Source: an optimization exercise on an open RTL-to-GDS flow (aim: small area). Production flows keep margins and buffers that such runs may drop.
The RTL was checked by simulation tests, not by an equivalence proof against the original design.

File: design.v
module processing_element(activation, weight, out, clk, rst);
parameter NON_ZERO_WEIGHTS = 108,
          SPECIAL_CASE = 0,
          FRACTIONAL_BITS = 8,
          BIT_SIZE = 16;
output reg signed [BIT_SIZE-1:0] out;
input [BIT_SIZE-1:0] activation, weight;
input clk, rst;
reg [23:0] s_n;        
reg [15:0] d1, d2, d3, d4;   
reg [6:0] cnt;       
reg valid;           
wire load = (cnt == 0);
wire [23:0] nxt;
wire one1;
wire two2;
wire neg3;
wire none4;
wire ntwo5;
wire nx6;
wire nx7;
wire nx8;
wire nx9;
wire nx10;
wire nx11;
wire nx12;
wire nx13;
wire nx14;
wire nx15;
wire nx16;
wire nx17;
wire nx18;
wire nx19;
wire nx20;
wire nx21;
wire pp22;
wire pp23;
wire pp24;
wire pp25;
wire pp26;
wire pp27;
wire pp28;
wire pp29;
wire pp30;
wire pp31;
wire pp32;
wire pp33;
wire pp34;
wire pp35;
wire pp36;
wire pp37;
wire pp38;
wire one39;
wire two40;
wire neg41;
wire none42;
wire ntwo43;
wire nx44;
wire nx45;
wire nx46;
wire nx47;
wire nx48;
wire nx49;
wire nx50;
wire nx51;
wire nx52;
wire nx53;
wire nx54;
wire nx55;
wire nx56;
wire nx57;
wire nx58;
wire nx59;
wire pp60;
wire pp61;
wire pp62;
wire pp63;
wire pp64;
wire pp65;
wire pp66;
wire pp67;
wire pp68;
wire pp69;
wire pp70;
wire pp71;
wire pp72;
wire pp73;
wire pp74;
wire pp75;
wire pp76;
wire one77;
wire two78;
wire neg79;
wire none80;
wire ntwo81;
wire nx82;
wire nx83;
wire nx84;
wire nx85;
wire nx86;
wire nx87;
wire nx88;
wire nx89;
wire nx90;
wire nx91;
wire nx92;
wire nx93;
wire nx94;
wire nx95;
wire nx96;
wire nx97;
wire pp98;
wire pp99;
wire pp100;
wire pp101;
wire pp102;
wire pp103;
wire pp104;
wire pp105;
wire pp106;
wire pp107;
wire pp108;
wire pp109;
wire pp110;
wire pp111;
wire pp112;
wire pp113;
wire pp114;
wire one115;
wire two116;
wire neg117;
wire none118;
wire ntwo119;
wire nx120;
wire nx121;
wire nx122;
wire nx123;
wire nx124;
wire nx125;
wire nx126;
wire nx127;
wire nx128;
wire nx129;
wire nx130;
wire nx131;
wire nx132;
wire nx133;
wire nx134;
wire nx135;
wire pp136;
wire pp137;
wire pp138;
wire pp139;
wire pp140;
wire pp141;
wire pp142;
wire pp143;
wire pp144;
wire pp145;
wire pp146;
wire pp147;
wire pp148;
wire pp149;
wire pp150;
wire pp151;
wire pp152;
wire one153;
wire two154;
wire neg155;
wire none156;
wire ntwo157;
wire nx158;
wire nx159;
wire nx160;
wire nx161;
wire nx162;
wire nx163;
wire nx164;
wire nx165;
wire nx166;
wire nx167;
wire nx168;
wire nx169;
wire nx170;
wire nx171;
wire nx172;
wire nx173;
wire pp174;
wire pp175;
wire pp176;
wire pp177;
wire pp178;
wire pp179;
wire pp180;
wire pp181;
wire pp182;
wire pp183;
wire pp184;
wire pp185;
wire pp186;
wire pp187;
wire pp188;
wire pp189;
wire one190;
wire two191;
wire neg192;
wire none193;
wire ntwo194;
wire nx195;
wire nx196;
wire nx197;
wire nx198;
wire nx199;
wire nx200;
wire nx201;
wire nx202;
wire nx203;
wire nx204;
wire nx205;
wire nx206;
wire nx207;
wire nx208;
wire pp209;
wire pp210;
wire pp211;
wire pp212;
wire pp213;
wire pp214;
wire pp215;
wire pp216;
wire pp217;
wire pp218;
wire pp219;
wire pp220;
wire pp221;
wire pp222;
wire one223;
wire two224;
wire neg225;
wire none226;
wire ntwo227;
wire nx228;
wire nx229;
wire nx230;
wire nx231;
wire nx232;
wire nx233;
wire nx234;
wire nx235;
wire nx236;
wire nx237;
wire nx238;
wire nx239;
wire pp240;
wire pp241;
wire pp242;
wire pp243;
wire pp244;
wire pp245;
wire pp246;
wire pp247;
wire pp248;
wire pp249;
wire pp250;
wire pp251;
wire one252;
wire two253;
wire neg254;
wire none255;
wire ntwo256;
wire nx257;
wire nx258;
wire nx259;
wire nx260;
wire nx261;
wire nx262;
wire nx263;
wire nx264;
wire nx265;
wire nx266;
wire pp267;
wire pp268;
wire pp269;
wire pp270;
wire pp271;
wire pp272;
wire pp273;
wire pp274;
wire pp275;
wire pp276;
wire ac277;
wire ac278;
wire ac279;
wire ac280;
wire ac281;
wire ac282;
wire ac283;
wire ac284;
wire ac285;
wire ac286;
wire ac287;
wire ac288;
wire ac289;
wire ac290;
wire ac291;
wire ac292;
wire ac293;
wire ac294;
wire ac295;
wire ac296;
wire ac297;
wire ac298;
wire ac299;
wire ac300;
wire es301;
wire ec302;
wire es303;
wire ec304;
wire es305;
wire ec306;
wire es307;
wire fs308;
wire fc309;
wire fs310;
wire fc311;
wire fs312;
wire fc313;
wire fs314;
wire fc315;
wire fs316;
wire fc317;
wire fs318;
wire fc319;
wire fs320;
wire fc321;
wire fs322;
wire fc323;
wire fs324;
wire fc325;
wire fs326;
wire fc327;
wire fs328;
wire fc329;
wire hs330;
wire hc331;
wire fs332;
wire fc333;
wire fs334;
wire fc335;
wire fs336;
wire fc337;
wire fs338;
wire fc339;
wire fs340;
wire fc341;
wire fs342;
wire fc343;
wire fs344;
wire fc345;
wire fs346;
wire fc347;
wire fs348;
wire fc349;
wire fs350;
wire fc351;
wire fs352;
wire fc353;
wire fs354;
wire fc355;
wire fs356;
wire fc357;
wire fs358;
wire fc359;
wire fs360;
wire fc361;
wire fs362;
wire fc363;
wire fs364;
wire fc365;
wire hs366;
wire hc367;
wire fs368;
wire fc369;
wire fs370;
wire fc371;
wire fs372;
wire fc373;
wire fs374;
wire fc375;
wire fs376;
wire fc377;
wire fs378;
wire fs379;
wire fc380;
wire fs381;
wire fc382;
wire fs383;
wire fc384;
wire fs385;
wire fc386;
wire fs387;
wire fc388;
wire hs389;
wire hc390;
wire fs391;
wire fc392;
wire hs393;
wire hc394;
wire fs395;
wire fc396;
wire hs397;
wire hc398;
wire fs399;
wire fc400;
wire hs401;
wire hc402;
wire fs403;
wire fc404;
wire hs405;
wire hc406;
wire fs407;
wire fc408;
wire hs409;
wire hc410;
wire fs411;
wire fc412;
wire fs413;
wire fc414;
wire fs415;
wire fc416;
wire fs417;
wire fc418;
wire fs419;
wire fc420;
wire fs421;
wire fc422;
wire fs423;
wire fc424;
wire fs425;
wire fc426;
wire fs427;
wire fc428;
wire fs429;
wire fc430;
wire fs431;
wire fc432;
wire fs433;
wire fc434;
wire fs435;
wire fc436;
wire fs437;
wire fc438;
wire fs439;
wire fc440;
wire fs441;
wire fc442;
wire fs443;
wire fc444;
wire hs445;
wire hc446;
wire fs447;
wire fc448;
wire fs449;
wire fc450;
wire fs451;
wire hs452;
wire fs453;
wire fc454;
wire fs455;
wire fc456;
wire fs457;
wire fc458;
wire fs459;
wire fc460;
wire fs461;
wire fc462;
wire fs463;
wire fc464;
wire fs465;
wire fc466;
wire fs467;
wire fc468;
wire fs469;
wire fc470;
wire fs471;
wire fc472;
wire fs473;
wire fc474;
wire fs475;
wire fc476;
wire fs477;
wire fc478;
wire fs479;
wire fc480;
wire fs481;
wire fc482;
wire fs483;
wire fc484;
wire fs485;
wire fc486;
wire fs487;
wire fc488;
wire fs489;
wire fc490;
wire fs491;
wire fc492;
wire fs493;
wire fc494;
wire fs495;
wire fs496;
wire fc497;
wire fs498;
wire fc499;
wire fs500;
wire fc501;
wire fs502;
wire fc503;
wire fs504;
wire fc505;
wire fs506;
wire fc507;
wire fs508;
wire fc509;
wire fs510;
wire fc511;
wire fs512;
wire fc513;
wire fs514;
wire fc515;
wire fs516;
wire fc517;
wire fs518;
wire fc519;
wire fs520;
wire fc521;
wire fs522;
wire fc523;
wire fs524;
wire fc525;
wire fs526;
wire fc527;
wire fs528;
wire g529;
wire p530;
wire g531;
wire p532;
wire g533;
wire p534;
wire g535;
wire p536;
wire g537;
wire p538;
wire g539;
wire p540;
wire g541;
wire p542;
wire g543;
wire p544;
wire g545;
wire p546;
wire g547;
wire p548;
wire g549;
wire p550;
wire g551;
wire p552;
wire g553;
wire p554;
wire g555;
wire p556;
wire g557;
wire p558;
wire g559;
wire p560;
wire g561;
wire p562;
wire g563;
wire p564;
wire g565;
wire p566;
wire g567;
wire p568;
wire g569;
wire p570;
wire g571;
wire p572;
wire g573;
wire p574;
wire g575;
wire p576;
wire g577;
wire G578;
wire P579;
wire G580;
wire P581;
wire G582;
wire P583;
wire G584;
wire P585;
wire G586;
wire P587;
wire G588;
wire P589;
wire G590;
wire P591;
wire G592;
wire P593;
wire G594;
wire P595;
wire G596;
wire P597;
wire G598;
wire P599;
wire G600;
wire P601;
wire G602;
wire P603;
wire G604;
wire P605;
wire G606;
wire P607;
wire G608;
wire P609;
wire G610;
wire P611;
wire G612;
wire P613;
wire G614;
wire P615;
wire G616;
wire P617;
wire G618;
wire P619;
wire G620;
wire P621;
wire G622;
wire P623;
wire G624;
wire P625;
wire G626;
wire P627;
wire G628;
wire P629;
wire G630;
wire P631;
wire G632;
wire P633;
wire G634;
wire P635;
wire G636;
wire P637;
wire G638;
wire P639;
wire G640;
wire P641;
wire G642;
wire P643;
wire G644;
wire P645;
wire G646;
wire P647;
wire G648;
wire P649;
wire G650;
wire P651;
wire G652;
wire P653;
wire G654;
wire P655;
wire G656;
wire P657;
wire G658;
wire P659;
wire G660;
wire P661;
wire G662;
wire P663;
wire G664;
wire P665;
wire G666;
wire P667;
wire G668;
wire P669;
wire G670;
wire P671;
wire G672;
wire P673;
wire G674;
wire P675;
wire G676;
wire P677;
wire G678;
wire P679;
wire G680;
wire P681;
assign one1 = weight[0] ^ 1'b0;
assign two2 = (weight[1] & ~weight[0] & ~1'b0) | (~weight[1] & weight[0] & 1'b0);
assign neg3 = weight[1] & ~(weight[0] & 1'b0);
assign none4 = ~one1;
assign ntwo5 = ~two2;
assign nx6 = ~(activation[0] ^ neg3);
assign nx7 = ~(activation[1] ^ neg3);
assign nx8 = ~(activation[2] ^ neg3);
assign nx9 = ~(activation[3] ^ neg3);
assign nx10 = ~(activation[4] ^ neg3);
assign nx11 = ~(activation[5] ^ neg3);
assign nx12 = ~(activation[6] ^ neg3);
assign nx13 = ~(activation[7] ^ neg3);
assign nx14 = ~(activation[8] ^ neg3);
assign nx15 = ~(activation[9] ^ neg3);
assign nx16 = ~(activation[10] ^ neg3);
assign nx17 = ~(activation[11] ^ neg3);
assign nx18 = ~(activation[12] ^ neg3);
assign nx19 = ~(activation[13] ^ neg3);
assign nx20 = ~(activation[14] ^ neg3);
assign nx21 = ~(activation[15] ^ neg3);
assign pp22 = ((one1 & ~nx6) | (two2 & neg3));
pe_o22ai u_sel1 (.a(none4), .b(nx7), .c(ntwo5), .d(nx6), .y(pp23));
pe_o22ai u_sel2 (.a(none4), .b(nx8), .c(ntwo5), .d(nx7), .y(pp24));
pe_o22ai u_sel3 (.a(none4), .b(nx9), .c(ntwo5), .d(nx8), .y(pp25));
pe_o22ai u_sel4 (.a(none4), .b(nx10), .c(ntwo5), .d(nx9), .y(pp26));
pe_o22ai u_sel5 (.a(none4), .b(nx11), .c(ntwo5), .d(nx10), .y(pp27));
pe_o22ai u_sel6 (.a(none4), .b(nx12), .c(ntwo5), .d(nx11), .y(pp28));
pe_o22ai u_sel7 (.a(none4), .b(nx13), .c(ntwo5), .d(nx12), .y(pp29));
pe_o22ai u_sel8 (.a(none4), .b(nx14), .c(ntwo5), .d(nx13), .y(pp30));
pe_o22ai u_sel9 (.a(none4), .b(nx15), .c(ntwo5), .d(nx14), .y(pp31));
pe_o22ai u_sel10 (.a(none4), .b(nx16), .c(ntwo5), .d(nx15), .y(pp32));
pe_o22ai u_sel11 (.a(none4), .b(nx17), .c(ntwo5), .d(nx16), .y(pp33));
pe_o22ai u_sel12 (.a(none4), .b(nx18), .c(ntwo5), .d(nx17), .y(pp34));
pe_o22ai u_sel13 (.a(none4), .b(nx19), .c(ntwo5), .d(nx18), .y(pp35));
pe_o22ai u_sel14 (.a(none4), .b(nx20), .c(ntwo5), .d(nx19), .y(pp36));
pe_o22ai u_sel15 (.a(none4), .b(nx21), .c(ntwo5), .d(nx20), .y(pp37));
pe_o22a u_sel16 (.a(none4), .b(nx21), .c(ntwo5), .d(nx21), .y(pp38));
assign one39 = weight[2] ^ weight[1];
assign two40 = (weight[3] & ~weight[2] & ~weight[1]) | (~weight[3] & weight[2] & weight[1]);
assign neg41 = weight[3] & ~(weight[2] & weight[1]);
assign none42 = ~one39;
assign ntwo43 = ~two40;
assign nx44 = ~(activation[0] ^ neg41);
assign nx45 = ~(activation[1] ^ neg41);
assign nx46 = ~(activation[2] ^ neg41);
assign nx47 = ~(activation[3] ^ neg41);
assign nx48 = ~(activation[4] ^ neg41);
assign nx49 = ~(activation[5] ^ neg41);
assign nx50 = ~(activation[6] ^ neg41);
assign nx51 = ~(activation[7] ^ neg41);
assign nx52 = ~(activation[8] ^ neg41);
assign nx53 = ~(activation[9] ^ neg41);
assign nx54 = ~(activation[10] ^ neg41);
assign nx55 = ~(activation[11] ^ neg41);
assign nx56 = ~(activation[12] ^ neg41);
assign nx57 = ~(activation[13] ^ neg41);
assign nx58 = ~(activation[14] ^ neg41);
assign nx59 = ~(activation[15] ^ neg41);
assign pp60 = ((one39 & ~nx44) | (two40 & neg41));
pe_o22ai u_sel17 (.a(none42), .b(nx45), .c(ntwo43), .d(nx44), .y(pp61));
pe_o22ai u_sel18 (.a(none42), .b(nx46), .c(ntwo43), .d(nx45), .y(pp62));
pe_o22ai u_sel19 (.a(none42), .b(nx47), .c(ntwo43), .d(nx46), .y(pp63));
pe_o22ai u_sel20 (.a(none42), .b(nx48), .c(ntwo43), .d(nx47), .y(pp64));
pe_o22ai u_sel21 (.a(none42), .b(nx49), .c(ntwo43), .d(nx48), .y(pp65));
pe_o22ai u_sel22 (.a(none42), .b(nx50), .c(ntwo43), .d(nx49), .y(pp66));
pe_o22ai u_sel23 (.a(none42), .b(nx51), .c(ntwo43), .d(nx50), .y(pp67));
pe_o22ai u_sel24 (.a(none42), .b(nx52), .c(ntwo43), .d(nx51), .y(pp68));
pe_o22ai u_sel25 (.a(none42), .b(nx53), .c(ntwo43), .d(nx52), .y(pp69));
pe_o22ai u_sel26 (.a(none42), .b(nx54), .c(ntwo43), .d(nx53), .y(pp70));
pe_o22ai u_sel27 (.a(none42), .b(nx55), .c(ntwo43), .d(nx54), .y(pp71));
pe_o22ai u_sel28 (.a(none42), .b(nx56), .c(ntwo43), .d(nx55), .y(pp72));
pe_o22ai u_sel29 (.a(none42), .b(nx57), .c(ntwo43), .d(nx56), .y(pp73));
pe_o22ai u_sel30 (.a(none42), .b(nx58), .c(ntwo43), .d(nx57), .y(pp74));
pe_o22ai u_sel31 (.a(none42), .b(nx59), .c(ntwo43), .d(nx58), .y(pp75));
pe_o22a u_sel32 (.a(none42), .b(nx59), .c(ntwo43), .d(nx59), .y(pp76));
assign one77 = weight[4] ^ weight[3];
assign two78 = (weight[5] & ~weight[4] & ~weight[3]) | (~weight[5] & weight[4] & weight[3]);
assign neg79 = weight[5] & ~(weight[4] & weight[3]);
assign none80 = ~one77;
assign ntwo81 = ~two78;
assign nx82 = ~(activation[0] ^ neg79);
assign nx83 = ~(activation[1] ^ neg79);
assign nx84 = ~(activation[2] ^ neg79);
assign nx85 = ~(activation[3] ^ neg79);
assign nx86 = ~(activation[4] ^ neg79);
assign nx87 = ~(activation[5] ^ neg79);
assign nx88 = ~(activation[6] ^ neg79);
assign nx89 = ~(activation[7] ^ neg79);
assign nx90 = ~(activation[8] ^ neg79);
assign nx91 = ~(activation[9] ^ neg79);
assign nx92 = ~(activation[10] ^ neg79);
assign nx93 = ~(activation[11] ^ neg79);
assign nx94 = ~(activation[12] ^ neg79);
assign nx95 = ~(activation[13] ^ neg79);
assign nx96 = ~(activation[14] ^ neg79);
assign nx97 = ~(activation[15] ^ neg79);
assign pp98 = ((one77 & ~nx82) | (two78 & neg79));
pe_o22ai u_sel33 (.a(none80), .b(nx83), .c(ntwo81), .d(nx82), .y(pp99));
pe_o22ai u_sel34 (.a(none80), .b(nx84), .c(ntwo81), .d(nx83), .y(pp100));
pe_o22ai u_sel35 (.a(none80), .b(nx85), .c(ntwo81), .d(nx84), .y(pp101));
pe_o22ai u_sel36 (.a(none80), .b(nx86), .c(ntwo81), .d(nx85), .y(pp102));
pe_o22ai u_sel37 (.a(none80), .b(nx87), .c(ntwo81), .d(nx86), .y(pp103));
pe_o22ai u_sel38 (.a(none80), .b(nx88), .c(ntwo81), .d(nx87), .y(pp104));
pe_o22ai u_sel39 (.a(none80), .b(nx89), .c(ntwo81), .d(nx88), .y(pp105));
pe_o22ai u_sel40 (.a(none80), .b(nx90), .c(ntwo81), .d(nx89), .y(pp106));
pe_o22ai u_sel41 (.a(none80), .b(nx91), .c(ntwo81), .d(nx90), .y(pp107));
pe_o22ai u_sel42 (.a(none80), .b(nx92), .c(ntwo81), .d(nx91), .y(pp108));
pe_o22ai u_sel43 (.a(none80), .b(nx93), .c(ntwo81), .d(nx92), .y(pp109));
pe_o22ai u_sel44 (.a(none80), .b(nx94), .c(ntwo81), .d(nx93), .y(pp110));
pe_o22ai u_sel45 (.a(none80), .b(nx95), .c(ntwo81), .d(nx94), .y(pp111));
pe_o22ai u_sel46 (.a(none80), .b(nx96), .c(ntwo81), .d(nx95), .y(pp112));
pe_o22ai u_sel47 (.a(none80), .b(nx97), .c(ntwo81), .d(nx96), .y(pp113));
pe_o22a u_sel48 (.a(none80), .b(nx97), .c(ntwo81), .d(nx97), .y(pp114));
assign one115 = weight[6] ^ weight[5];
assign two116 = (weight[7] & ~weight[6] & ~weight[5]) | (~weight[7] & weight[6] & weight[5]);
assign neg117 = weight[7] & ~(weight[6] & weight[5]);
assign none118 = ~one115;
assign ntwo119 = ~two116;
assign nx120 = ~(activation[0] ^ neg117);
assign nx121 = ~(activation[1] ^ neg117);
assign nx122 = ~(activation[2] ^ neg117);
assign nx123 = ~(activation[3] ^ neg117);
assign nx124 = ~(activation[4] ^ neg117);
assign nx125 = ~(activation[5] ^ neg117);
assign nx126 = ~(activation[6] ^ neg117);
assign nx127 = ~(activation[7] ^ neg117);
assign nx128 = ~(activation[8] ^ neg117);
assign nx129 = ~(activation[9] ^ neg117);
assign nx130 = ~(activation[10] ^ neg117);
assign nx131 = ~(activation[11] ^ neg117);
assign nx132 = ~(activation[12] ^ neg117);
assign nx133 = ~(activation[13] ^ neg117);
assign nx134 = ~(activation[14] ^ neg117);
assign nx135 = ~(activation[15] ^ neg117);
assign pp136 = ((one115 & ~nx120) | (two116 & neg117));
pe_o22ai u_sel49 (.a(none118), .b(nx121), .c(ntwo119), .d(nx120), .y(pp137));
pe_o22ai u_sel50 (.a(none118), .b(nx122), .c(ntwo119), .d(nx121), .y(pp138));
pe_o22ai u_sel51 (.a(none118), .b(nx123), .c(ntwo119), .d(nx122), .y(pp139));
pe_o22ai u_sel52 (.a(none118), .b(nx124), .c(ntwo119), .d(nx123), .y(pp140));
pe_o22ai u_sel53 (.a(none118), .b(nx125), .c(ntwo119), .d(nx124), .y(pp141));
pe_o22ai u_sel54 (.a(none118), .b(nx126), .c(ntwo119), .d(nx125), .y(pp142));
pe_o22ai u_sel55 (.a(none118), .b(nx127), .c(ntwo119), .d(nx126), .y(pp143));
pe_o22ai u_sel56 (.a(none118), .b(nx128), .c(ntwo119), .d(nx127), .y(pp144));
pe_o22ai u_sel57 (.a(none118), .b(nx129), .c(ntwo119), .d(nx128), .y(pp145));
pe_o22ai u_sel58 (.a(none118), .b(nx130), .c(ntwo119), .d(nx129), .y(pp146));
pe_o22ai u_sel59 (.a(none118), .b(nx131), .c(ntwo119), .d(nx130), .y(pp147));
pe_o22ai u_sel60 (.a(none118), .b(nx132), .c(ntwo119), .d(nx131), .y(pp148));
pe_o22ai u_sel61 (.a(none118), .b(nx133), .c(ntwo119), .d(nx132), .y(pp149));
pe_o22ai u_sel62 (.a(none118), .b(nx134), .c(ntwo119), .d(nx133), .y(pp150));
pe_o22ai u_sel63 (.a(none118), .b(nx135), .c(ntwo119), .d(nx134), .y(pp151));
pe_o22a u_sel64 (.a(none118), .b(nx135), .c(ntwo119), .d(nx135), .y(pp152));
assign one153 = weight[8] ^ weight[7];
assign two154 = (weight[9] & ~weight[8] & ~weight[7]) | (~weight[9] & weight[8] & weight[7]);
assign neg155 = weight[9] & ~(weight[8] & weight[7]);
assign none156 = ~one153;
assign ntwo157 = ~two154;
assign nx158 = ~(activation[0] ^ neg155);
assign nx159 = ~(activation[1] ^ neg155);
assign nx160 = ~(activation[2] ^ neg155);
assign nx161 = ~(activation[3] ^ neg155);
assign nx162 = ~(activation[4] ^ neg155);
assign nx163 = ~(activation[5] ^ neg155);
assign nx164 = ~(activation[6] ^ neg155);
assign nx165 = ~(activation[7] ^ neg155);
assign nx166 = ~(activation[8] ^ neg155);
assign nx167 = ~(activation[9] ^ neg155);
assign nx168 = ~(activation[10] ^ neg155);
assign nx169 = ~(activation[11] ^ neg155);
assign nx170 = ~(activation[12] ^ neg155);
assign nx171 = ~(activation[13] ^ neg155);
assign nx172 = ~(activation[14] ^ neg155);
assign nx173 = ~(activation[15] ^ neg155);
assign pp174 = ((one153 & ~nx158) | (two154 & neg155));
pe_o22ai u_sel65 (.a(none156), .b(nx159), .c(ntwo157), .d(nx158), .y(pp175));
pe_o22ai u_sel66 (.a(none156), .b(nx160), .c(ntwo157), .d(nx159), .y(pp176));
pe_o22ai u_sel67 (.a(none156), .b(nx161), .c(ntwo157), .d(nx160), .y(pp177));
pe_o22ai u_sel68 (.a(none156), .b(nx162), .c(ntwo157), .d(nx161), .y(pp178));
pe_o22ai u_sel69 (.a(none156), .b(nx163), .c(ntwo157), .d(nx162), .y(pp179));
pe_o22ai u_sel70 (.a(none156), .b(nx164), .c(ntwo157), .d(nx163), .y(pp180));
pe_o22ai u_sel71 (.a(none156), .b(nx165), .c(ntwo157), .d(nx164), .y(pp181));
pe_o22ai u_sel72 (.a(none156), .b(nx166), .c(ntwo157), .d(nx165), .y(pp182));
pe_o22ai u_sel73 (.a(none156), .b(nx167), .c(ntwo157), .d(nx166), .y(pp183));
pe_o22ai u_sel74 (.a(none156), .b(nx168), .c(ntwo157), .d(nx167), .y(pp184));
pe_o22ai u_sel75 (.a(none156), .b(nx169), .c(ntwo157), .d(nx168), .y(pp185));
pe_o22ai u_sel76 (.a(none156), .b(nx170), .c(ntwo157), .d(nx169), .y(pp186));
pe_o22ai u_sel77 (.a(none156), .b(nx171), .c(ntwo157), .d(nx170), .y(pp187));
pe_o22ai u_sel78 (.a(none156), .b(nx172), .c(ntwo157), .d(nx171), .y(pp188));
pe_o22ai u_sel79 (.a(none156), .b(nx173), .c(ntwo157), .d(nx172), .y(pp189));
assign one190 = weight[10] ^ weight[9];
assign two191 = (weight[11] & ~weight[10] & ~weight[9]) | (~weight[11] & weight[10] & weight[9]);
assign neg192 = weight[11] & ~(weight[10] & weight[9]);
assign none193 = ~one190;
assign ntwo194 = ~two191;
assign nx195 = ~(activation[0] ^ neg192);
assign nx196 = ~(activation[1] ^ neg192);
assign nx197 = ~(activation[2] ^ neg192);
assign nx198 = ~(activation[3] ^ neg192);
assign nx199 = ~(activation[4] ^ neg192);
assign nx200 = ~(activation[5] ^ neg192);
assign nx201 = ~(activation[6] ^ neg192);
assign nx202 = ~(activation[7] ^ neg192);
assign nx203 = ~(activation[8] ^ neg192);
assign nx204 = ~(activation[9] ^ neg192);
assign nx205 = ~(activation[10] ^ neg192);
assign nx206 = ~(activation[11] ^ neg192);
assign nx207 = ~(activation[12] ^ neg192);
assign nx208 = ~(activation[13] ^ neg192);
assign pp209 = ((one190 & ~nx195) | (two191 & neg192));
pe_o22ai u_sel80 (.a(none193), .b(nx196), .c(ntwo194), .d(nx195), .y(pp210));
pe_o22ai u_sel81 (.a(none193), .b(nx197), .c(ntwo194), .d(nx196), .y(pp211));
pe_o22ai u_sel82 (.a(none193), .b(nx198), .c(ntwo194), .d(nx197), .y(pp212));
pe_o22ai u_sel83 (.a(none193), .b(nx199), .c(ntwo194), .d(nx198), .y(pp213));
pe_o22ai u_sel84 (.a(none193), .b(nx200), .c(ntwo194), .d(nx199), .y(pp214));
pe_o22ai u_sel85 (.a(none193), .b(nx201), .c(ntwo194), .d(nx200), .y(pp215));
pe_o22ai u_sel86 (.a(none193), .b(nx202), .c(ntwo194), .d(nx201), .y(pp216));
pe_o22ai u_sel87 (.a(none193), .b(nx203), .c(ntwo194), .d(nx202), .y(pp217));
pe_o22ai u_sel88 (.a(none193), .b(nx204), .c(ntwo194), .d(nx203), .y(pp218));
pe_o22ai u_sel89 (.a(none193), .b(nx205), .c(ntwo194), .d(nx204), .y(pp219));
pe_o22ai u_sel90 (.a(none193), .b(nx206), .c(ntwo194), .d(nx205), .y(pp220));
pe_o22ai u_sel91 (.a(none193), .b(nx207), .c(ntwo194), .d(nx206), .y(pp221));
pe_o22ai u_sel92 (.a(none193), .b(nx208), .c(ntwo194), .d(nx207), .y(pp222));
assign one223 = weight[12] ^ weight[11];
assign two224 = (weight[13] & ~weight[12] & ~weight[11]) | (~weight[13] & weight[12] & weight[11]);
assign neg225 = weight[13] & ~(weight[12] & weight[11]);
assign none226 = ~one223;
assign ntwo227 = ~two224;
assign nx228 = ~(activation[0] ^ neg225);
assign nx229 = ~(activation[1] ^ neg225);
assign nx230 = ~(activation[2] ^ neg225);
assign nx231 = ~(activation[3] ^ neg225);
assign nx232 = ~(activation[4] ^ neg225);
assign nx233 = ~(activation[5] ^ neg225);
assign nx234 = ~(activation[6] ^ neg225);
assign nx235 = ~(activation[7] ^ neg225);
assign nx236 = ~(activation[8] ^ neg225);
assign nx237 = ~(activation[9] ^ neg225);
assign nx238 = ~(activation[10] ^ neg225);
assign nx239 = ~(activation[11] ^ neg225);
assign pp240 = ((one223 & ~nx228) | (two224 & neg225));
pe_o22ai u_sel93 (.a(none226), .b(nx229), .c(ntwo227), .d(nx228), .y(pp241));
pe_o22ai u_sel94 (.a(none226), .b(nx230), .c(ntwo227), .d(nx229), .y(pp242));
pe_o22ai u_sel95 (.a(none226), .b(nx231), .c(ntwo227), .d(nx230), .y(pp243));
pe_o22ai u_sel96 (.a(none226), .b(nx232), .c(ntwo227), .d(nx231), .y(pp244));
pe_o22ai u_sel97 (.a(none226), .b(nx233), .c(ntwo227), .d(nx232), .y(pp245));
pe_o22ai u_sel98 (.a(none226), .b(nx234), .c(ntwo227), .d(nx233), .y(pp246));
pe_o22ai u_sel99 (.a(none226), .b(nx235), .c(ntwo227), .d(nx234), .y(pp247));
pe_o22ai u_sel100 (.a(none226), .b(nx236), .c(ntwo227), .d(nx235), .y(pp248));
pe_o22ai u_sel101 (.a(none226), .b(nx237), .c(ntwo227), .d(nx236), .y(pp249));
pe_o22ai u_sel102 (.a(none226), .b(nx238), .c(ntwo227), .d(nx237), .y(pp250));
pe_o22ai u_sel103 (.a(none226), .b(nx239), .c(ntwo227), .d(nx238), .y(pp251));
assign one252 = weight[14] ^ weight[13];
assign two253 = (weight[15] & ~weight[14] & ~weight[13]) | (~weight[15] & weight[14] & weight[13]);
assign neg254 = weight[15] & ~(weight[14] & weight[13]);
assign none255 = ~one252;
assign ntwo256 = ~two253;
assign nx257 = ~(activation[0] ^ neg254);
assign nx258 = ~(activation[1] ^ neg254);
assign nx259 = ~(activation[2] ^ neg254);
assign nx260 = ~(activation[3] ^ neg254);
assign nx261 = ~(activation[4] ^ neg254);
assign nx262 = ~(activation[5] ^ neg254);
assign nx263 = ~(activation[6] ^ neg254);
assign nx264 = ~(activation[7] ^ neg254);
assign nx265 = ~(activation[8] ^ neg254);
assign nx266 = ~(activation[9] ^ neg254);
assign pp267 = ((one252 & ~nx257) | (two253 & neg254));
pe_o22ai u_sel104 (.a(none255), .b(nx258), .c(ntwo256), .d(nx257), .y(pp268));
pe_o22ai u_sel105 (.a(none255), .b(nx259), .c(ntwo256), .d(nx258), .y(pp269));
pe_o22ai u_sel106 (.a(none255), .b(nx260), .c(ntwo256), .d(nx259), .y(pp270));
pe_o22ai u_sel107 (.a(none255), .b(nx261), .c(ntwo256), .d(nx260), .y(pp271));
pe_o22ai u_sel108 (.a(none255), .b(nx262), .c(ntwo256), .d(nx261), .y(pp272));
pe_o22ai u_sel109 (.a(none255), .b(nx263), .c(ntwo256), .d(nx262), .y(pp273));
pe_o22ai u_sel110 (.a(none255), .b(nx264), .c(ntwo256), .d(nx263), .y(pp274));
pe_o22ai u_sel111 (.a(none255), .b(nx265), .c(ntwo256), .d(nx264), .y(pp275));
pe_o22ai u_sel112 (.a(none255), .b(nx266), .c(ntwo256), .d(nx265), .y(pp276));
assign ac277 = ~(s_n[0] | load);
assign ac278 = ~(s_n[1] | load);
assign ac279 = ~(s_n[2] | load);
assign ac280 = ~(s_n[3] | load);
assign ac281 = ~(s_n[4] | load);
assign ac282 = ~(s_n[5] | load);
assign ac283 = ~(s_n[6] | load);
assign ac284 = ~(s_n[7] | load);
assign ac285 = ~(s_n[8] | load);
assign ac286 = ~(s_n[9] | load);
assign ac287 = ~(s_n[10] | load);
assign ac288 = ~(s_n[11] | load);
assign ac289 = ~(s_n[12] | load);
assign ac290 = ~(s_n[13] | load);
assign ac291 = ~(s_n[14] | load);
assign ac292 = ~(s_n[15] | load);
assign ac293 = ~(s_n[16] | load);
assign ac294 = ~(s_n[17] | load);
assign ac295 = ~(s_n[18] | load);
assign ac296 = ~(s_n[19] | load);
assign ac297 = ~(s_n[20] | load);
assign ac298 = ~(s_n[21] | load);
assign ac299 = ~(s_n[22] | load);
assign ac300 = ~(s_n[23] | load);
pe_ha u_ha113 (.a(ac291), .b(neg254), .s(es301), .co(ec302));
pe_ha u_ha114 (.a(ac292), .b(ec302), .s(es303), .co(ec304));
assign es305 = ~(ac293 ^ ec304);
assign ec306 = ac293 | ec304;
assign es307 = ~ac294;
pe_fa u_fa115 (.a(ac285), .b(neg155), .c(pp30), .s(fs308), .co(fc309));
pe_fa u_fa116 (.a(ac286), .b(pp31), .c(pp67), .s(fs310), .co(fc311));
pe_fa u_fa117 (.a(ac287), .b(neg192), .c(pp32), .s(fs312), .co(fc313));
pe_fa u_fa118 (.a(pp68), .b(pp104), .c(pp140), .s(fs314), .co(fc315));
pe_fa u_fa119 (.a(ac288), .b(pp33), .c(pp69), .s(fs316), .co(fc317));
pe_fa u_fa120 (.a(pp105), .b(pp141), .c(pp177), .s(fs318), .co(fc319));
pe_fa u_fa121 (.a(ac289), .b(neg225), .c(pp34), .s(fs320), .co(fc321));
pe_fa u_fa122 (.a(pp70), .b(pp106), .c(pp142), .s(fs322), .co(fc323));
pe_fa u_fa123 (.a(pp178), .b(pp211), .c(pp240), .s(fs324), .co(fc325));
pe_fa u_fa124 (.a(ac290), .b(pp35), .c(pp71), .s(fs326), .co(fc327));
pe_fa u_fa125 (.a(pp107), .b(pp143), .c(pp179), .s(fs328), .co(fc329));
pe_ha u_ha126 (.a(pp212), .b(pp241), .s(hs330), .co(hc331));
pe_fa u_fa127 (.a(es301), .b(pp36), .c(pp72), .s(fs332), .co(fc333));
pe_fa u_fa128 (.a(pp108), .b(pp144), .c(pp180), .s(fs334), .co(fc335));
pe_fa u_fa129 (.a(pp213), .b(pp242), .c(pp267), .s(fs336), .co(fc337));
pe_fa u_fa130 (.a(es303), .b(pp37), .c(pp73), .s(fs338), .co(fc339));
pe_fa u_fa131 (.a(pp109), .b(pp145), .c(pp181), .s(fs340), .co(fc341));
pe_fa u_fa132 (.a(pp214), .b(pp243), .c(pp268), .s(fs342), .co(fc343));
pe_fa u_fa133 (.a(pp38), .b(pp74), .c(pp110), .s(fs344), .co(fc345));
pe_fa u_fa134 (.a(pp146), .b(pp182), .c(pp215), .s(fs346), .co(fc347));
pe_fa u_fa135 (.a(pp244), .b(pp269), .c(es305), .s(fs348), .co(fc349));
pe_fa u_fa136 (.a(es307), .b(pp75), .c(pp111), .s(fs350), .co(fc351));
pe_fa u_fa137 (.a(pp147), .b(pp183), .c(pp216), .s(fs352), .co(fc353));
pe_fa u_fa138 (.a(pp245), .b(pp270), .c(ec306), .s(fs354), .co(fc355));
pe_fa u_fa139 (.a(ac295), .b(ac294), .c(pp76), .s(fs356), .co(fc357));
pe_fa u_fa140 (.a(pp112), .b(pp148), .c(pp184), .s(fs358), .co(fc359));
pe_fa u_fa141 (.a(pp217), .b(pp246), .c(pp271), .s(fs360), .co(fc361));
pe_fa u_fa142 (.a(1'b1), .b(ac296), .c(pp113), .s(fs362), .co(fc363));
pe_fa u_fa143 (.a(pp149), .b(pp185), .c(pp218), .s(fs364), .co(fc365));
pe_ha u_ha144 (.a(pp247), .b(pp272), .s(hs366), .co(hc367));
pe_fa u_fa145 (.a(ac297), .b(pp114), .c(pp150), .s(fs368), .co(fc369));
pe_fa u_fa146 (.a(pp186), .b(pp219), .c(pp248), .s(fs370), .co(fc371));
pe_fa u_fa147 (.a(1'b1), .b(ac298), .c(pp151), .s(fs372), .co(fc373));
pe_fa u_fa148 (.a(pp187), .b(pp220), .c(pp249), .s(fs374), .co(fc375));
pe_fa u_fa149 (.a(ac299), .b(pp152), .c(pp188), .s(fs376), .co(fc377));
assign fs378 = 1'b1 ^ ac300 ^ pp189;
pe_fa u_fa150 (.a(ac281), .b(neg79), .c(pp26), .s(fs379), .co(fc380));
pe_fa u_fa151 (.a(ac282), .b(pp27), .c(pp63), .s(fs381), .co(fc382));
pe_fa u_fa152 (.a(ac283), .b(neg117), .c(pp28), .s(fs383), .co(fc384));
pe_fa u_fa153 (.a(pp64), .b(pp100), .c(pp136), .s(fs385), .co(fc386));
pe_fa u_fa154 (.a(ac284), .b(pp29), .c(pp65), .s(fs387), .co(fc388));
pe_ha u_ha155 (.a(pp101), .b(pp137), .s(hs389), .co(hc390));
pe_fa u_fa156 (.a(pp66), .b(pp102), .c(pp138), .s(fs391), .co(fc392));
pe_ha u_ha157 (.a(pp174), .b(fs308), .s(hs393), .co(hc394));
pe_fa u_fa158 (.a(pp103), .b(pp139), .c(pp175), .s(fs395), .co(fc396));
pe_ha u_ha159 (.a(fc309), .b(fs310), .s(hs397), .co(hc398));
pe_fa u_fa160 (.a(pp176), .b(pp209), .c(fc311), .s(fs399), .co(fc400));
pe_ha u_ha161 (.a(fs312), .b(fs314), .s(hs401), .co(hc402));
pe_fa u_fa162 (.a(pp210), .b(fc313), .c(fc315), .s(fs403), .co(fc404));
pe_ha u_ha163 (.a(fs316), .b(fs318), .s(hs405), .co(hc406));
pe_fa u_fa164 (.a(fc317), .b(fc319), .c(fs320), .s(fs407), .co(fc408));
pe_ha u_ha165 (.a(fs322), .b(fs324), .s(hs409), .co(hc410));
pe_fa u_fa166 (.a(hs330), .b(fc321), .c(fc323), .s(fs411), .co(fc412));
pe_fa u_fa167 (.a(fc325), .b(fs326), .c(fs328), .s(fs413), .co(fc414));
pe_fa u_fa168 (.a(hc331), .b(fc327), .c(fc329), .s(fs415), .co(fc416));
pe_fa u_fa169 (.a(fs332), .b(fs334), .c(fs336), .s(fs417), .co(fc418));
pe_fa u_fa170 (.a(fc333), .b(fc335), .c(fc337), .s(fs419), .co(fc420));
pe_fa u_fa171 (.a(fs338), .b(fs340), .c(fs342), .s(fs421), .co(fc422));
pe_fa u_fa172 (.a(fc339), .b(fc341), .c(fc343), .s(fs423), .co(fc424));
pe_fa u_fa173 (.a(fs344), .b(fs346), .c(fs348), .s(fs425), .co(fc426));
pe_fa u_fa174 (.a(fc345), .b(fc347), .c(fs350), .s(fs427), .co(fc428));
pe_fa u_fa175 (.a(fs352), .b(fc349), .c(fs354), .s(fs429), .co(fc430));
pe_fa u_fa176 (.a(fc351), .b(fc353), .c(fs356), .s(fs431), .co(fc432));
pe_fa u_fa177 (.a(fs358), .b(fs360), .c(fc355), .s(fs433), .co(fc434));
pe_fa u_fa178 (.a(hs366), .b(fc357), .c(fc359), .s(fs435), .co(fc436));
pe_fa u_fa179 (.a(fc361), .b(fs362), .c(fs364), .s(fs437), .co(fc438));
pe_fa u_fa180 (.a(pp273), .b(hc367), .c(fc363), .s(fs439), .co(fc440));
pe_fa u_fa181 (.a(fc365), .b(fs368), .c(fs370), .s(fs441), .co(fc442));
pe_fa u_fa182 (.a(pp274), .b(fc369), .c(fc371), .s(fs443), .co(fc444));
pe_ha u_ha183 (.a(fs372), .b(fs374), .s(hs445), .co(hc446));
pe_fa u_fa184 (.a(pp221), .b(pp250), .c(pp275), .s(fs447), .co(fc448));
pe_fa u_fa185 (.a(fc373), .b(fc375), .c(fs376), .s(fs449), .co(fc450));
assign fs451 = pp222 ^ pp251 ^ pp276;
assign hs452 = fc377 ^ fs378;
pe_fa u_fa186 (.a(ac279), .b(neg41), .c(pp24), .s(fs453), .co(fc454));
pe_fa u_fa187 (.a(ac280), .b(pp25), .c(pp61), .s(fs455), .co(fc456));
pe_fa u_fa188 (.a(pp62), .b(pp98), .c(fs379), .s(fs457), .co(fc458));
pe_fa u_fa189 (.a(pp99), .b(fc380), .c(fs381), .s(fs459), .co(fc460));
pe_fa u_fa190 (.a(fc382), .b(fs383), .c(fs385), .s(fs461), .co(fc462));
pe_fa u_fa191 (.a(hs389), .b(fc384), .c(fc386), .s(fs463), .co(fc464));
pe_fa u_fa192 (.a(hc390), .b(fc388), .c(fs391), .s(fs465), .co(fc466));
pe_fa u_fa193 (.a(fc392), .b(fs395), .c(hc394), .s(fs467), .co(fc468));
pe_fa u_fa194 (.a(fc396), .b(hc398), .c(hs401), .s(fs469), .co(fc470));
pe_fa u_fa195 (.a(hc402), .b(hs405), .c(fc400), .s(fs471), .co(fc472));
pe_fa u_fa196 (.a(hc406), .b(hs409), .c(fc404), .s(fs473), .co(fc474));
pe_fa u_fa197 (.a(hc410), .b(fc408), .c(fs411), .s(fs475), .co(fc476));
pe_fa u_fa198 (.a(fc412), .b(fc414), .c(fs415), .s(fs477), .co(fc478));
pe_fa u_fa199 (.a(fc416), .b(fc418), .c(fs419), .s(fs479), .co(fc480));
pe_fa u_fa200 (.a(fc420), .b(fc422), .c(fs423), .s(fs481), .co(fc482));
pe_fa u_fa201 (.a(fc424), .b(fs427), .c(fc426), .s(fs483), .co(fc484));
pe_fa u_fa202 (.a(fc428), .b(fs431), .c(fc430), .s(fs485), .co(fc486));
pe_fa u_fa203 (.a(fc432), .b(fs435), .c(fc434), .s(fs487), .co(fc488));
pe_fa u_fa204 (.a(fc436), .b(fc438), .c(fs439), .s(fs489), .co(fc490));
pe_fa u_fa205 (.a(hs445), .b(fc440), .c(fc442), .s(fs491), .co(fc492));
pe_fa u_fa206 (.a(fs447), .b(hc446), .c(fc444), .s(fs493), .co(fc494));
assign fs495 = fc448 ^ fs451 ^ hs452;
pe_fa u_fa207 (.a(fs387), .b(fc462), .c(fs463), .s(fs496), .co(fc497));
pe_fa u_fa208 (.a(hs393), .b(fc464), .c(fs465), .s(fs498), .co(fc499));
pe_fa u_fa209 (.a(hs397), .b(fc466), .c(fs467), .s(fs500), .co(fc501));
pe_fa u_fa210 (.a(fs399), .b(fc468), .c(fs469), .s(fs502), .co(fc503));
pe_fa u_fa211 (.a(fs403), .b(fc470), .c(fs471), .s(fs504), .co(fc505));
pe_fa u_fa212 (.a(fs407), .b(fc472), .c(fs473), .s(fs506), .co(fc507));
pe_fa u_fa213 (.a(fs413), .b(fc474), .c(fs475), .s(fs508), .co(fc509));
pe_fa u_fa214 (.a(fs417), .b(fc476), .c(fs477), .s(fs510), .co(fc511));
pe_fa u_fa215 (.a(fs421), .b(fc478), .c(fs479), .s(fs512), .co(fc513));
pe_fa u_fa216 (.a(fs425), .b(fc480), .c(fs481), .s(fs514), .co(fc515));
pe_fa u_fa217 (.a(fs429), .b(fc482), .c(fs483), .s(fs516), .co(fc517));
pe_fa u_fa218 (.a(fs433), .b(fc484), .c(fs485), .s(fs518), .co(fc519));
pe_fa u_fa219 (.a(fs437), .b(fc486), .c(fs487), .s(fs520), .co(fc521));
pe_fa u_fa220 (.a(fs441), .b(fc488), .c(fs489), .s(fs522), .co(fc523));
pe_fa u_fa221 (.a(fs443), .b(fc490), .c(fs491), .s(fs524), .co(fc525));
pe_fa u_fa222 (.a(fs449), .b(fc492), .c(fs493), .s(fs526), .co(fc527));
assign fs528 = fc450 ^ fc494 ^ fs495;
assign g529 = neg3 & pp22;
assign p530 = neg3 ^ pp22;
assign g531 = ac278 & pp23;
assign p532 = ac278 ^ pp23;
assign g533 = pp60 & fs453;
assign p534 = pp60 ^ fs453;
assign g535 = fc454 & fs455;
assign p536 = fc454 ^ fs455;
assign g537 = fc456 & fs457;
assign p538 = fc456 ^ fs457;
assign g539 = fc458 & fs459;
assign p540 = fc458 ^ fs459;
assign g541 = fc460 & fs461;
assign p542 = fc460 ^ fs461;
assign g543 = fs496 & 1'b0;
assign p544 = fs496 ^ 1'b0;
assign g545 = fc497 & fs498;
assign p546 = fc497 ^ fs498;
assign g547 = fc499 & fs500;
assign p548 = fc499 ^ fs500;
assign g549 = fc501 & fs502;
assign p550 = fc501 ^ fs502;
assign g551 = fc503 & fs504;
assign p552 = fc503 ^ fs504;
assign g553 = fc505 & fs506;
assign p554 = fc505 ^ fs506;
assign g555 = fc507 & fs508;
assign p556 = fc507 ^ fs508;
assign g557 = fc509 & fs510;
assign p558 = fc509 ^ fs510;
assign g559 = fc511 & fs512;
assign p560 = fc511 ^ fs512;
assign g561 = fc513 & fs514;
assign p562 = fc513 ^ fs514;
assign g563 = fc515 & fs516;
assign p564 = fc515 ^ fs516;
assign g565 = fc517 & fs518;
assign p566 = fc517 ^ fs518;
assign g567 = fc519 & fs520;
assign p568 = fc519 ^ fs520;
assign g569 = fc521 & fs522;
assign p570 = fc521 ^ fs522;
assign g571 = fc523 & fs524;
assign p572 = fc523 ^ fs524;
assign g573 = fc525 & fs526;
assign p574 = fc525 ^ fs526;
assign g575 = fc527 & fs528;
assign p576 = fc527 ^ fs528;
assign g577 = (neg3 & pp22) | (neg3 & ac277) | (pp22 & ac277);
assign G578 = g531 | (p532 & g577);
assign P579 = p532 & p530;
assign G580 = g535 | (p536 & g533);
assign P581 = p536 & p534;
assign G582 = g539 | (p540 & g537);
assign P583 = p540 & p538;
assign G584 = g543 | (p544 & g541);
assign P585 = p544 & p542;
assign G586 = g547 | (p548 & g545);
assign P587 = p548 & p546;
assign G588 = g551 | (p552 & g549);
assign P589 = p552 & p550;
assign G590 = g555 | (p556 & g553);
assign P591 = p556 & p554;
assign G592 = g559 | (p560 & g557);
assign P593 = p560 & p558;
assign G594 = g563 | (p564 & g561);
assign P595 = p564 & p562;
assign G596 = g567 | (p568 & g565);
assign P597 = p568 & p566;
assign G598 = g571 | (p572 & g569);
assign P599 = p572 & p570;
assign G600 = g575 | (p576 & g573);
assign P601 = p576 & p574;
assign G602 = g533 | (p534 & G578);
assign P603 = p534 & P579;
assign G604 = G580 | (P581 & G578);
assign P605 = P581 & P579;
assign G606 = g541 | (p542 & G582);
assign P607 = p542 & P583;
assign G608 = G584 | (P585 & G582);
assign P609 = P585 & P583;
assign G610 = g549 | (p550 & G586);
assign P611 = p550 & P587;
assign G612 = G588 | (P589 & G586);
assign P613 = P589 & P587;
assign G614 = g557 | (p558 & G590);
assign P615 = p558 & P591;
assign G616 = G592 | (P593 & G590);
assign P617 = P593 & P591;
assign G618 = g565 | (p566 & G594);
assign P619 = p566 & P595;
assign G620 = G596 | (P597 & G594);
assign P621 = P597 & P595;
assign G622 = g573 | (p574 & G598);
assign P623 = p574 & P599;
assign G624 = G600 | (P601 & G598);
assign P625 = P601 & P599;
assign G626 = g537 | (p538 & G604);
assign P627 = p538 & P605;
assign G628 = G582 | (P583 & G604);
assign P629 = P583 & P605;
assign G630 = G606 | (P607 & G604);
assign P631 = P607 & P605;
assign G632 = G608 | (P609 & G604);
assign P633 = P609 & P605;
assign G634 = g553 | (p554 & G612);
assign P635 = p554 & P613;
assign G636 = G590 | (P591 & G612);
assign P637 = P591 & P613;
assign G638 = G614 | (P615 & G612);
assign P639 = P615 & P613;
assign G640 = G616 | (P617 & G612);
assign P641 = P617 & P613;
assign G642 = g569 | (p570 & G620);
assign P643 = p570 & P621;
assign G644 = G598 | (P599 & G620);
assign P645 = P599 & P621;
assign G646 = G622 | (P623 & G620);
assign P647 = P623 & P621;
assign G648 = G624 | (P625 & G620);
assign P649 = P625 & P621;
assign G650 = g545 | (p546 & G632);
assign P651 = p546 & P633;
assign G652 = G586 | (P587 & G632);
assign P653 = P587 & P633;
assign G654 = G610 | (P611 & G632);
assign P655 = P611 & P633;
assign G656 = G612 | (P613 & G632);
assign P657 = P613 & P633;
assign G658 = G634 | (P635 & G632);
assign P659 = P635 & P633;
assign G660 = G636 | (P637 & G632);
assign P661 = P637 & P633;
assign G662 = G638 | (P639 & G632);
assign P663 = P639 & P633;
assign G664 = G640 | (P641 & G632);
assign P665 = P641 & P633;
assign G666 = g561 | (p562 & G664);
assign P667 = p562 & P665;
assign G668 = G594 | (P595 & G664);
assign P669 = P595 & P665;
assign G670 = G618 | (P619 & G664);
assign P671 = P619 & P665;
assign G672 = G620 | (P621 & G664);
assign P673 = P621 & P665;
assign G674 = G642 | (P643 & G664);
assign P675 = P643 & P665;
assign G676 = G644 | (P645 & G664);
assign P677 = P645 & P665;
assign G678 = G646 | (P647 & G664);
assign P679 = P647 & P665;
assign G680 = G648 | (P649 & G664);
assign P681 = P649 & P665;
assign nxt[0] = p530 ^ ac277;
assign nxt[1] = (p532 ^ g577);
assign nxt[2] = (p534 ^ G578);
assign nxt[3] = (p536 ^ G602);
assign nxt[4] = (p538 ^ G604);
assign nxt[5] = (p540 ^ G626);
assign nxt[6] = (p542 ^ G628);
assign nxt[7] = (p544 ^ G630);
assign nxt[8] = (p546 ^ G632);
assign nxt[9] = (p548 ^ G650);
assign nxt[10] = (p550 ^ G652);
assign nxt[11] = (p552 ^ G654);
assign nxt[12] = (p554 ^ G656);
assign nxt[13] = (p556 ^ G658);
assign nxt[14] = (p558 ^ G660);
assign nxt[15] = (p560 ^ G662);
assign nxt[16] = (p562 ^ G664);
assign nxt[17] = (p564 ^ G666);
assign nxt[18] = (p566 ^ G668);
assign nxt[19] = (p568 ^ G670);
assign nxt[20] = (p570 ^ G672);
assign nxt[21] = (p572 ^ G674);
assign nxt[22] = (p574 ^ G676);
assign nxt[23] = (p576 ^ G678);
always @(posedge clk) begin
  s_n <= ~nxt;
  d1 <= s_n[FRACTIONAL_BITS+15:FRACTIONAL_BITS];
  d2 <= d1;
  d3 <= d2;
  d4 <= d3;
  if (!rst) begin
    cnt <= 0;
    valid <= 1'b0;
    out <= 0;
  end else begin
    cnt <= (cnt == NON_ZERO_WEIGHTS - 1) ? 7'd0 : cnt + 7'd1;
    valid <= valid | (cnt == 4);
    out <= valid ? ~d4 : 16'd0;
  end
end
endmodule
module pe_fa(a, b, c, s, co);
input a, b, c;
output s, co;
assign s = a ^ b ^ c;
assign co = (a & b) | (a & c) | (b & c);
endmodule
module pe_o22ai(a, b, c, d, y);
input a, b, c, d;
output y;
assign y = ~((a | b) & (c | d));
endmodule
module pe_o22a(a, b, c, d, y);
input a, b, c, d;
output y;
assign y = (a | b) & (c | d);
endmodule
module pe_ha(a, b, s, co);
input a, b;
output s, co;
assign s = a ^ b;
assign co = a & b;
endmodule
File: flow/run.sh
#!/bin/bash
# Standard layout; ports buffered with a small buffer, synthesis buffers removed before placement.
set -euo pipefail
export BUFFER_PORTS_ARGS="-buffer_cell sky130_fd_sc_hd__buf_1"
export REMOVE_ABC_BUFFERS=1
export RECOVER_POWER=100
export CTS_ARGS="-sink_clustering_enable -repair_clock_nets -buf_list sky130_fd_sc_hd__clkbuf_8 -dont_use_dummy_load"
bash standard.sh > standard_flow.log 2>&1
File: standard.sh
#!/bin/bash
# synth_recipe.tcl (not shown) runs the flow's synth.tcl, then flattens the netlist and writes it again
# the make line also repeats each setting of config.mk as NAME=value (left out here)
make -C /OpenROAD-flow-scripts/flow DESIGN_CONFIG=/design/flow/config.mk WORK_HOME=/design/flow/orfs CLKGATE_MAP_FILE= SYNTH_SCRIPT=/design/flow/synth_recipe.tcl "${@:-finish}"
File: config.mk
export PLATFORM = sky130hd
export DESIGN_NAME = processing_element
export DESIGN_NICKNAME = processing_element
export VERILOG_FILES = /design/flow/design.v
export SDC_FILE = /design/flow/constraint.sdc
export NUM_CORES = 4
export LEC_CHECK = 0
export CAP_MARGIN = 0
export CORE_MARGIN = 2
export CORE_UTILIZATION = 40
export CTS_BUF_LIST = sky130_fd_sc_hd__clkbuf_8
export GPL_TIMING_DRIVEN = 0
export SLEW_MARGIN = 0
export SYNTH_HIERARCHICAL = 1
File: constraint.sdc
create_clock -name core_clock -period 6.5 [get_ports {clk}]
set_input_delay 1.3000 -clock core_clock [delete_from_list [all_inputs] [get_ports {clk}]]
set_output_delay 1.3000 -clock core_clock [all_outputs]
set_load 0.01 [all_outputs]
==> results of run 1 <==
worst max-delay path, delay by kind of cell:
kind,cells,cell delay (ns)
adders and majority gates,5,2.23
AOI/OAI and AO/OA,7,1.71
and+or+nand+nor,2,0.50
buffers and inverters,1,0.46
xor gates and xnor gates,1,0.15
kinds of logic after synthesis:
family | synth area share, %
other cells | 0.04728
flops | 28.27
buf+inv | 3.045
xor+xnor | 16.01
simple gates | 6.531
fa+ha+maj | 32.97
compound gates | 13.13
through the flow:
stage | TNS (ns) | worst slack [ns] | instance area, sq um
3_3_place_gp | -12.78 | -1.298 | 8333
2_1_floorplan | 0 | 0.1188 | 7818
4_1_cts | 0 | 0.009790 | 8586
3_5_place_dp | -7.195 | -0.9389 | 8451
6_report | 0 | 0.3796 | 8587
5_1_grt | 0 | 0.03971 | 8587
placed cells by master, fill, tap and decap left out, drive strengths merged, types with 2 or more instances in the layout:
cell    count
nor3        9
a21boi      3
o21a        2
fa        105
o22ai     108
o21ai       9
inv        33
o32ai       7
or3         2
a21o        5
dfxtp     112
nand2b      4
nand2       6
xor2        8
clkbuf     10
o22a        4
and3        2
a211oi      2
conb        2
o211ai      3
nor2       61
buf        54
a21oi      12
or2         5
nor2b      12
xnor2     137
ha         41
nand3       8
modules after synthesis, one instance, submodules excluded:
| module | times used | flip-flops and latches | cells |
|---|---|---|---|
| processing_element | 1 | 112 | 516 |
| pe_fa | 99 | 0 | 1 |
| pe_ha | 11 | 0 | 1 |
| pe_o22a | 4 | 0 | 1 |
| pe_o22ai | 108 | 0 | 1 |
sequential cells by signal (all words and copies together) (netlist names):
signal and flops:
s_n 24, d3 16, d2 16, valid 1, cnt 7, d4 16
out 16, d1 16
per-layer routing:
layer | global-route usage (%) | routed length, um | up-vias | part of all wire, %
met5 | 0 | 0 | - | 0
met4 | 3.373 | 127 | 0 | 0.81
met3 | 2.468 | 733 | 9 | 4.7
met2 | 24.55 | 6744 | 94 | 43
met1 | 24.24 | 8047 | 2533 | 51
li1 | - | - | 2609 | -
final cells by class:
| class | count | area share [%] |
|---|---|---|
| multi-input combinational | 565 | 63.79 |
| sequential | 112 | 26.11 |
| tap | 265 | 3.861 |
| timing repair buffer | 55 | 3.351 |
| clock buffer | 9 | 1.443 |
| inverter | 33 | 1.443 |
how the worst max path moves through the flow:
stage / start / to / slack [ns]
6_report: weight[1] / s_n[23]$_DFF_P_ / 0.38
5_1_grt: weight[1] / s_n[23]$_DFF_P_ / 0.04
4_1_cts: weight[11] / s_n[23]$_DFF_P_ / 0.01
3_5_place_dp: weight[1] / s_n[23]$_DFF_P_ / -0.94
3_3_place_gp: weight[1] / s_n[23]$_DFF_P_ / -1.30
2_1_floorplan: weight[3] / s_n[23]$_DFF_P_ / 0.12
what timing repair did:
action / CTS / global route
gates resized for setup: 3 / 6
buffers inserted: 0 / 0
setup endpoints to repair: 9 / 3
pin swaps: 0 / 0
==> results.yml, run 1 <==
status:
  outcome: "timing/DRC/antenna clean"
clock_tree:
  cts_buffers: 9
  clk_pin_slew_ns: 0.10
  cts_tree: "built"
  h-tree-depth: 3
  root_buffer: "clkbuf_8"
  clock_latency_ns: 0.35
  cts_sinks: 112
  ctsHoldBuffers: 0
  clock_path_buffers: 2
critical_path:
  end_kind: "flip-flop"
  cp_slowest_cell: "a21oi_2"
  rr_startpoint: "cnt[0]$_SDFF_PP0_"
  cp.required_ns: 6.75
  crit_chain: "buf_2 -> nor2_1 -> a21oi_2 -> o22ai_1 -> fa_1 -> fa_1 -> fa_1 -> fa_1 -> ha_1 -> a21o_1 -> a21oi_1 -> o21ai_1 -> or3_1 -> o21ai_2 -> o2111ai_1 -> xnor2_1"
  critical_path_class: "input port to flip-flop"
  rr_worst_depth: 21
  cp.arrival_ns: 6.37
  path_common_cell: "fa_1"
  slowest_delay_ns: 0.62
  critPathMaxFanout: 22
  r2r-end: "s_n[23]$_DFF_P_"
  critPathLaunchType: "input port"
  reg2reg_slack_ns: 0.68
hold_path:
  hold_path_startpoint: "d1[1]$_DFF_P_"
  min_path_cells: 0
  worstHoldEndpoint: "d2[1]$_DFF_P_"
  holdCritPathClass: "flip-flop to flip-flop"
floorplanning:
  ios: 50
  die_w_um: 144.8
  initial_core_util_pct: 40.75
  die-area_sq_um: 20970
  design.core.area_sq_um: 19460
  fp.dieH_um: 144.8
  row_count: 51
cells_and_area:
  drive_gt1_share_pct: 4.393
  syn_to_final_growth_pct: 8.266
  fin_util_pct: 44.12
  fin_cells: 1039
  multi_input_area_sq_um: 5478
  nets: 956
  diodes: 0
  seqCellArea_sq_um: 2242
  nFillCells: 1916
sta:
  max_freq_ghz: 0.1634
  setup_violations: 0
  finalHoldViolations: 0
  fin_crit_ns: 6.120
  period_share_pct: 94.16
  rsz0062_at_grt: "no"
  tightestPinTransition_ns: 1.109
  holdWs_ns: 0.3204
  slew_violations: 0
  max_slew_margin_pct: 26.08
  fin_skew_ns: 0.03025
route:
  drc: 0
  drt.antenna.violating_nets: 0
  via_count: 5245
  drt_iter0_drc: 269
  routedWlPerCell_um: 15.07
  vias_per_cell: 5.048
  firstDrtPassIters: 4
  drt-total-wl_mm: 15.65
placement:
  dp_cells: 1030
  gp_congestion: 0.8279
  hpwlAfterDp_mm: 13.32
  portBuffers: 49
synthesis:
  synth.avg_cell_area_sq_um: 10.75
  synth_top_area_share_pct: 28.27
  ys.warnings.count: 7
  synth_area_sq_um: 7931
  async_reset_ff_share_pct: 0
  ys_seq_elements: 112
  yosysMostFrequentCell: "xnor2_1"
  seq_area_frac_synth_pct: 28.27
  synthDistinctLibCells: 41
  synth_area_leaders: "dfxtp_1, fa_1, xnor2_1"
  synthCells: 738
  synth_common_cells: "xnor2_1, dfxtp_1, o22ai_1, fa_1, nor2_1"
  synth_ff_type: "dfxtp_1"
  synth_enable_flop_cells: 0
  yosysTopAreaCell: "dfxtp_1"
global_routing:
  grt_max_degree: 23
  grt_pass1_vias: 5110
  grt_pass1_wl_mm: 26.59
  grt_usage_pct: 16.10
  antenna_found_initial: 0
  grt-ovfl-total: 0
run:
  max-cap-violations: 0
==> run 2: changes to the inputs <==
--- a/flow/run.sh
+++ b/flow/run.sh
@@ -1,3 +1,8 @@
 #!/bin/bash
-# Standard layout; ports buffered with a small buffer, synthesis buffers removed before placement.
+# The standard layout (standard.sh, unchanged synthesis) with a few ORFS knobs:
+#  - ports buffered with the smallest buffer instead of ORFS's default pick,
+#  - synthesis buffers removed before placement (repair_design re-buffers),
+#  - power recovery (downsizing of non-critical cells) after global routing,
+#  - CTS without dummy load cells.
+# All tool output goes to standard_flow.log here and ORFS's own logs under orfs/logs.
 set -euo pipefail
==> run 2 against run 1 <==
Net effect: synthesized cell count did not move; clock-buffer cell count did not move; maximum frequency did not move; via count did not move; worst hold slack did not move; area after synthesis did not move; sequential cell count did not move; die area did not move; highest routed layer unchanged.
==> results.yml, run 2 <==
status:
  outcome: "timing/DRC/antenna clean"
synthesis:
  synth.avg_cell_area_sq_um: 10.75
  ys_seq_elements: 112
  async_reset_ff_share_pct: 0
  seq_area_frac_synth_pct: 28.27
  synth_top_area_share_pct: 28.27
  synth_area_sq_um: 7931
  synth_area_leaders: "dfxtp_1, fa_1, xnor2_1"
  synthCells: 738
  synth_ff_type: "dfxtp_1"
  synth_common_cells: "xnor2_1, dfxtp_1, o22ai_1, fa_1, nor2_1"
  ys.warnings.count: 7
  synth_enable_flop_cells: 0
  yosysMostFrequentCell: "xnor2_1"
  synthDistinctLibCells: 41
  yosysTopAreaCell: "dfxtp_1"
critical_path:
  cp.arrival_ns: 6.37
  cp.required_ns: 6.75
  critPathMaxFanout: 22
  critPathLaunchType: "input port"
  slowest_delay_ns: 0.62
  critical_path_class: "input port to flip-flop"
  crit_chain: "buf_2 -> nor2_1 -> a21oi_2 -> o22ai_1 -> fa_1 -> fa_1 -> fa_1 -> fa_1 -> ha_1 -> a21o_1 -> a21oi_1 -> o21ai_1 -> or3_1 -> o21ai_2 -> o2111ai_1 -> xnor2_1"
  cp_slowest_cell: "a21oi_2"
  end_kind: "flip-flop"
  path_common_cell: "fa_1"
route:
  drt_iter0_drc: 269
  drt-total-wl_mm: 15.65
  routedWlPerCell_um: 15.07
  firstDrtPassIters: 4
  via_count: 5245
  drc: 0
  vias_per_cell: 5.048
  drt.antenna.violating_nets: 0
cells_and_area:
  nets: 956
  top_register: "s_n"
  final_common_cell: "xnor2_1"
  syn_to_final_growth_pct: 8.266
  drive_gt1_share_pct: 4.393
  largest_register_ffs: 24
  nFillCells: 1916
  layout.cells.most_common_list: "xnor2_1, dfxtp_1, o22ai_1"
  diodes: 0
global_routing:
  grt_usage_pct: 16.10
  grt_max_degree: 23
  grt_pass1_wl_mm: 26.59
  grt-ovfl-total: 0
  grt_util_met3_pct: 2.468
  grt_pass1_vias: 5110
  met2_usage_pct: 24.55
  grt_use_met1_pct: 24.24
  antenna_found_initial: 0
  busiest_layer: "met2"
floorplanning:
  die-area_sq_um: 20970
  design.core.area_sq_um: 19460
  fp.dieH_um: 144.8
  row_count: 51
  initial_core_util_pct: 40.75
  die_w_um: 144.8
  ios: 50
clock_tree:
  clock_path_buffers: 2
  h-tree-depth: 3
  cts_tree: "built"
  clock_latency_ns: 0.35
  cts_sinks: 112
  clk_pin_slew_ns: 0.10
  root_buffer: "clkbuf_8"
  post_cts_buffers: 0
  cts_buffers: 9
run:
  max-cap-violations: 0
placement:
  hpwlAfterDp_mm: 13.32
  dp_slack_ns: -0.9389
  portBuffers: 49
  gp_congestion: 0.8279
hold_path:
  holdCritPathClass: "flip-flop to flip-flop"
sta:
  setup_violations: 0
  period_share_pct: 94.16
  tightestPinTransition_ns: 1.109
  fin_skew_ns: 0.03025
  finalHoldViolations: 0
  max_slew_margin_pct: 26.08
  slew_violations: 0
  holdWs_ns: 0.3204
  fin_crit_ns: 6.120
  max_freq_ghz: 0.1634
  rsz0062_at_grt: "no"
  fin_ws_ns: 0.3796
## run 2: kinds of logic after synthesis
logic type      count (synthesis)  share of synthesized area (%)
other cells                     1                        0.04728
simple gates                  112                          6.531
flops                         112                          28.27
fa+ha+maj                     146                          32.97
buf+inv                        62                          3.045
xor+xnor                      145                          16.01
compound gates                160                          13.13
## run 2: worst paths after layout
| path | startpoint | to | slack [ns] | cells past startpoint |
|---|---|---|---|---|
| min reg2reg | d1[1]$_DFF_P_ | d2[1]$_DFF_P_ | 0.32 | 0 |
| max | weight[1] | s_n[23]$_DFF_P_ | 0.38 | 16 |
| max reg2reg | cnt[0]$_SDFF_PP0_ | s_n[23]$_DFF_P_ | 0.68 | 21 |
| min | d1[1]$_DFF_P_ | d2[1]$_DFF_P_ | 0.32 | 0 |
## run 2: what timing repair did
action	4_1_cts	5_1_grt
gates resized for setup	3	6
endpoints found under the setup margin	9	3
hold buffers	0	0
## run 2: metrics by stage
step	setup TNS [ns]	cells	utilization (%)	area, sq um
global placement	-12.78	1024	42.82	8333
CTS	0	1039	44.11	8586
finish	0	1039	44.12	8587
floorplan	0	710	-	7818
detailed placement	-7.195	1030	43.42	8451
global route	0	1039	44.12	8587
## run 2: routing by layer
metal  vias up  wire, um
met4         0       127
met5         -         0
met3         9       733
met1      2533      8047
li1       2609         -
met2        94      6744
## run 2: worst max-delay path: cells and delay by family
family	cells	cell delay, ns
buffers and inverters	1	0.46
AOI/OAI and AO/OA	7	1.71
xor gates and xnor gates	1	0.15
and+or+nand+nor	2	0.50
adders and majority gates	5	2.23
## run 2: layout make-up
cell class | count | area (sq um) | area share (%)
multi-input cells | 565 | 5478 | 63.79
flip-flops and latches | 112 | 2242 | 26.11
well taps | 265 | 331.6 | 3.861
repair buffers | 55 | 287.8 | 3.351
clock buffers | 9 | 123.9 | 1.443
inverters | 33 | 123.9 | 1.443
## run 2: Yosys stat by module, one instance, submodules excluded
module,cells inside,copies in the design,cell area [sq um]
processing_element,516,1,5101
pe_fa,1,99,20.02
pe_ha,1,11,12.51
pe_o22a,1,4,8.758
pe_o22ai,1,108,6.256

separate check: timing with driven ports:
The results above use ideal ports. As a check the final layouts listed here were re-extracted and re-timed, cells and wires unchanged. Step 1 assumes that a clkbuf_16 drives the clock port and a buf_2 every other input. Step 2, shift: input delay + t, output delay - t, t = (earliest + latest rising clock arrival at the registers) / 2. This alone moves slack from input paths to output paths. Three values: ideal, step 1, step 2; two values: the first two.
run	shift t [ns]	setup WS [ns]	worst register clock-pin slew, ns
run 1	0.380	0.380 / 0.397 / 0.017	0.10 / 0.10
run 2	0.380	0.380 / 0.397 / 0.017	0.10 / 0.10
After both steps every run listed still meets setup and hold.
